Source: an optimization exercise on an open RTL-to-GDS flow (aim: small area and a short achievable clock period). Production flows keep margins and buffers that such runs may drop.
Function was checked by simulation only, so behaviour that the tests miss may differ from the original.
Power is estimated from default activity; no workload was simulated.

==> run P <==
==> flow/design.v <==
module sorting_network_top (
  input          clk_i,
  input          rst_i,
  input  [99:0]  data_i,
  input          data_valid_i,
  output [99:0]  data_o,
  output         data_valid_o
);
  sorting_network #(
    .NUMBER_WIDTH   ( 10 ),
    .NUMBERS_AMOUNT ( 10 )
  ) u_sorting_network (
    .clk_i        ( clk_i        ),
    .rst_i        ( rst_i        ),
    .data_i       ( data_i       ),
    .data_valid_i ( data_valid_i ),
    .data_o       ( data_o       ),
    .data_valid_o ( data_valid_o )
  );
endmodule

module sorting_network #(
  parameter int NUMBER_WIDTH   = 10,
  parameter int NUMBERS_AMOUNT = 10
)(
  input                                                 clk_i,
  input                                                 rst_i,
  input  [NUMBERS_AMOUNT - 1 : 0][NUMBER_WIDTH - 1 : 0] data_i,
  input                                                 data_valid_i,
  output [NUMBERS_AMOUNT - 1 : 0][NUMBER_WIDTH - 1 : 0] data_o,
  output                                                data_valid_o
);
localparam int N = NUMBERS_AMOUNT;
localparam int W = NUMBER_WIDTH;
function automatic logic gt_f( input logic [W - 1 : 0] a, input logic [W - 1 : 0] b );
  logic c;
  c = 1'b0;
  for( int i = 0; i < W; i++ )
    c = ( a[i] & ~b[i] ) | ( a[i] & c ) | ( ~b[i] & c );
  gt_f = c;
endfunction
function automatic logic [3 : 0] csa9_f( input logic [8 : 0] b );
  logic [2 : 0] s, c;
  logic         w1, w2a, w2b, w4;
  for( int g = 0; g < 3; g++ )
    begin
      s[g] = b[3 * g] ^ b[3 * g + 1] ^ b[3 * g + 2];
      c[g] = ( b[3 * g] & b[3 * g + 1] ) | ( b[3 * g] & b[3 * g + 2] ) | ( b[3 * g + 1] & b[3 * g + 2] );
    end
  w1  = s[0] ^ s[1] ^ s[2];
  w2a = ( s[0] & s[1] ) | ( s[0] & s[2] ) | ( s[1] & s[2] );
  w2b = c[0] ^ c[1] ^ c[2];
  w4  = ( c[0] & c[1] ) | ( c[0] & c[2] ) | ( c[1] & c[2] );
  csa9_f = { w4, w2b, w2a, w1 };
endfunction
function automatic logic [5 : 0] half_f( input logic [3 : 0] r );
  logic [4 : 0] m;
  m[0] = ~r[3] & ~r[2] & ~r[1];
  m[1] = ~r[3] & ( r[2] ^ r[1] );
  m[2] = ( ~r[3] & r[2] & r[1] ) | ( r[3] & ~r[2] & ~r[1] );
  m[3] = r[3] & ( r[2] ^ r[1] );
  m[4] = r[3] & r[2] & r[1];
  half_f = { m, r[0] };
endfunction
logic [N - 1 : 0][N - 1 : 0]  gt;
logic [N - 1 : 0][8 : 0]      votes;
logic [N - 1 : 0][5 : 0]      rank;
logic [N - 1 : 0][9 : 0]      sel;
logic [N - 1 : 0][W - 1 : 0]  sorted;
logic [N - 1 : 0][W - 1 : 0]  data_q1;
logic [N - 1 : 0][W - 1 : 0]  data_q2;
logic [N - 1 : 0][W - 1 : 0]  sorted_q;
logic [N - 1 : 0][N - 1 : 0]  gt_q;
logic [N - 1 : 0][5 : 0]      rank_q;
logic [2 : 0]                 valid_d;
always_comb
  begin
    gt = '0;
    for( int i = 0; i < N; i++ )
      for( int j = i + 1; j < N; j++ )
        gt[i][j] = gt_f( data_i[i], data_i[j] );
  end
always_comb
  for( int i = 0; i < N; i++ )
    begin
      for( int j = 0; j < N - 1; j++ )
        votes[i][j] = ( j < i ) ? !gt_q[j][i] : gt_q[i][j + 1];
      rank[i] = half_f( csa9_f( votes[i] ) );
    end
always_comb
  for( int k = 0; k < N; k++ )
    begin
      sorted[k] = '0;
      for( int i = 0; i < N; i++ )
        begin
          for( int m = 0; m < N; m++ )
            sel[i][m] = rank_q[i][1 + m / 2] & ( rank_q[i][0] == m[0] );
          sorted[k] = sorted[k] | ( data_q2[i] & {W{sel[i][k]}} );
        end
    end
always_ff @( posedge clk_i )
  begin
    data_q1  <= data_i;
    for( int i = 0; i < N; i++ )
      for( int j = i + 1; j < N; j++ )
        gt_q[i][j] <= gt[i][j];
    data_q2  <= data_q1;
    rank_q   <= rank;
    sorted_q <= sorted;
  end
always_ff @( posedge clk_i, posedge rst_i )
  if( rst_i )
    valid_d <= '0;
  else
    valid_d <= { valid_d[1 : 0], data_valid_i };
assign data_o       = sorted_q;
assign data_valid_o = valid_d[2];
endmodule
==> flow/flow/run.sh <==
#!/bin/bash
# The standard layout (the standard.sh: ORFS synthesis through finish), with these
# changes to how ORFS builds it:
#  - port buffers: buf_4 on every input, buf_2 on every output (flow/pre_gpl.tcl), instead
#    of the delay-cell footprint that buffer_ports picks by default,
#  - timing repair may resize cells across footprints (MATCH_CELL_FOOTPRINT=0), and
#  - the pins are placed with inputs on the left edge and outputs on the right (flow/io.tcl).
# Every tool's output goes to ORFS's own logs; make's output goes to flow_make.log here.
set -euo pipefail
bash standard.sh MATCH_CELL_FOOTPRINT=0 \
  "PRE_GLOBAL_PLACE_TCL=$PWD/flow/pre_gpl.tcl" \
  "BUFFER_PORTS_ARGS=-inputs -buffer_cell sky130_fd_sc_hd__buf_4" \
  "IO_CONSTRAINTS=$PWD/flow/io.tcl" finish > flow_make.log 2>&1
==> flow/flow/io.tcl <==
# Pin placement: every input on the left edge, every output on the right edge, so the
# pipeline runs from left to right and the all-pairs comparators sit near their inputs.
set_io_pin_constraint -direction INPUT -region left:*
set_io_pin_constraint -direction OUTPUT -region right:*
==> flow/flow/pre_gpl.tcl <==
# Output ports get buf_2 buffers (the standard buffer_ports call that follows then buffers
# the inputs only, with the cell BUFFER_PORTS_ARGS names).
buffer_ports -outputs -buffer_cell sky130_fd_sc_hd__buf_2
==> flow/standard.sh <==
#!/bin/bash
# synth_recipe.tcl (not shown) runs the flow's synth.tcl, then flattens the netlist and writes it again
# the make line also repeats each setting of config.mk as NAME=value (left out here)
make -C /OpenROAD-flow-scripts/flow DESIGN_CONFIG=/design/flow/config.mk WORK_HOME=/design/flow/orfs CLKGATE_MAP_FILE= SYNTH_SCRIPT=/design/flow/synth_recipe.tcl "${@:-finish}"
==> flow/config.mk <==
export PLATFORM = sky130hd
export DESIGN_NAME = sorting_network_top
export DESIGN_NICKNAME = sorting_network_top
export VERILOG_FILES = /design/flow/design.v
export SDC_FILE = /design/flow/constraint.sdc
export NUM_CORES = 4
export LEC_CHECK = 0
export CAP_MARGIN = 20
export CORE_MARGIN = 2
export CORE_UTILIZATION = 50
export CTS_CLUSTER_DIAMETER = 100
export CTS_CLUSTER_SIZE = 20
export SETUP_SLACK_MARGIN = 2.9
export SLEW_MARGIN = 20
==> flow/constraint.sdc <==
create_clock -name core_clock -period 5.0 [get_ports {clk_i}]
set_input_delay 1.0000 -clock core_clock [delete_from_list [all_inputs] [get_ports {clk_i}]]
set_output_delay 1.0000 -clock core_clock [all_outputs]
set_load 0.01 [all_outputs]
==> run Z: changes against run P <==
CORE_ASPECT_RATIO = 0.5   (was unset)
CORE_UTILIZATION = 40   (was 50)
==> comparison table <==
| quantity | run P | run Z |
|---|---|---|
| Run status | finished clean | finished clean |
| Number of buffers created by CTS | 26 | 24 |
| R2R cell count | 5 | 3 |
| Global-route track usage on met2 | 71.37% | 50.80% |
| Portion of total power attributed to sequential cells | 39.5% | 38.9% |
| Worst setup skew after layout | 0.03521 ns | 0.03586 ns |
| Worst Setup SP | data_i[67] | u_sorting_network.rank_q[23] |
| Dpl ws | 1.992 ns | 2.071 ns |
| Routed WL per cell | 40.44 microns | 40.08 microns |
| FF-to-FF Start | u_sorting_network.rank_q[12] | u_sorting_network.rank_q[23] |
| Finished Core Util | 55.05% | 44.05% |
| Total net switching power | 6.376 mW | 6.744 mW |
| Combinational cell fraction of total power | 44.6% | 46.3% |
| Cell type of the slowest stage on the worst timing path | nand4_1 | dfxtp_1 |
| Final clock period utilization by the worst path | 47.97% | 45.52% |
| Switch share | 47.96% | 49.50% |
| Initial Util | 50.58% | 40.83% |

## afterwards: timing with drivers on the ports
Ports are ideal in the flow. The routed layouts listed here were re-timed in OpenROAD. Step 1 assumes that a clkbuf_16 drives the clock port and a buf_2 every other input. Step 2, shift: input delay + t, output delay - t, t = (earliest + latest rising clock arrival at the registers) / 2. This alone moves slack from input paths to output paths. Slacks: no drivers / after step 1 / after step 2; pairs: no drivers / after step 1.
| run | t, ns | setup slack, ns | worst hold slack (ns) |
|---|---|---|---|
| run P | 0.655 | 2.602 / 2.637 / 1.983 | 0.255 / 0.217 / 0.324 |
| run Z | 0.655 | 2.724 / 2.724 / 2.185 | 0.251 / 0.211 / 0.318 |
After both steps every run listed still meets setup and hold. For run P, which loses most, drivers alone change the setup slack by +0.035 ns; drivers and shift together by -0.619 ns.
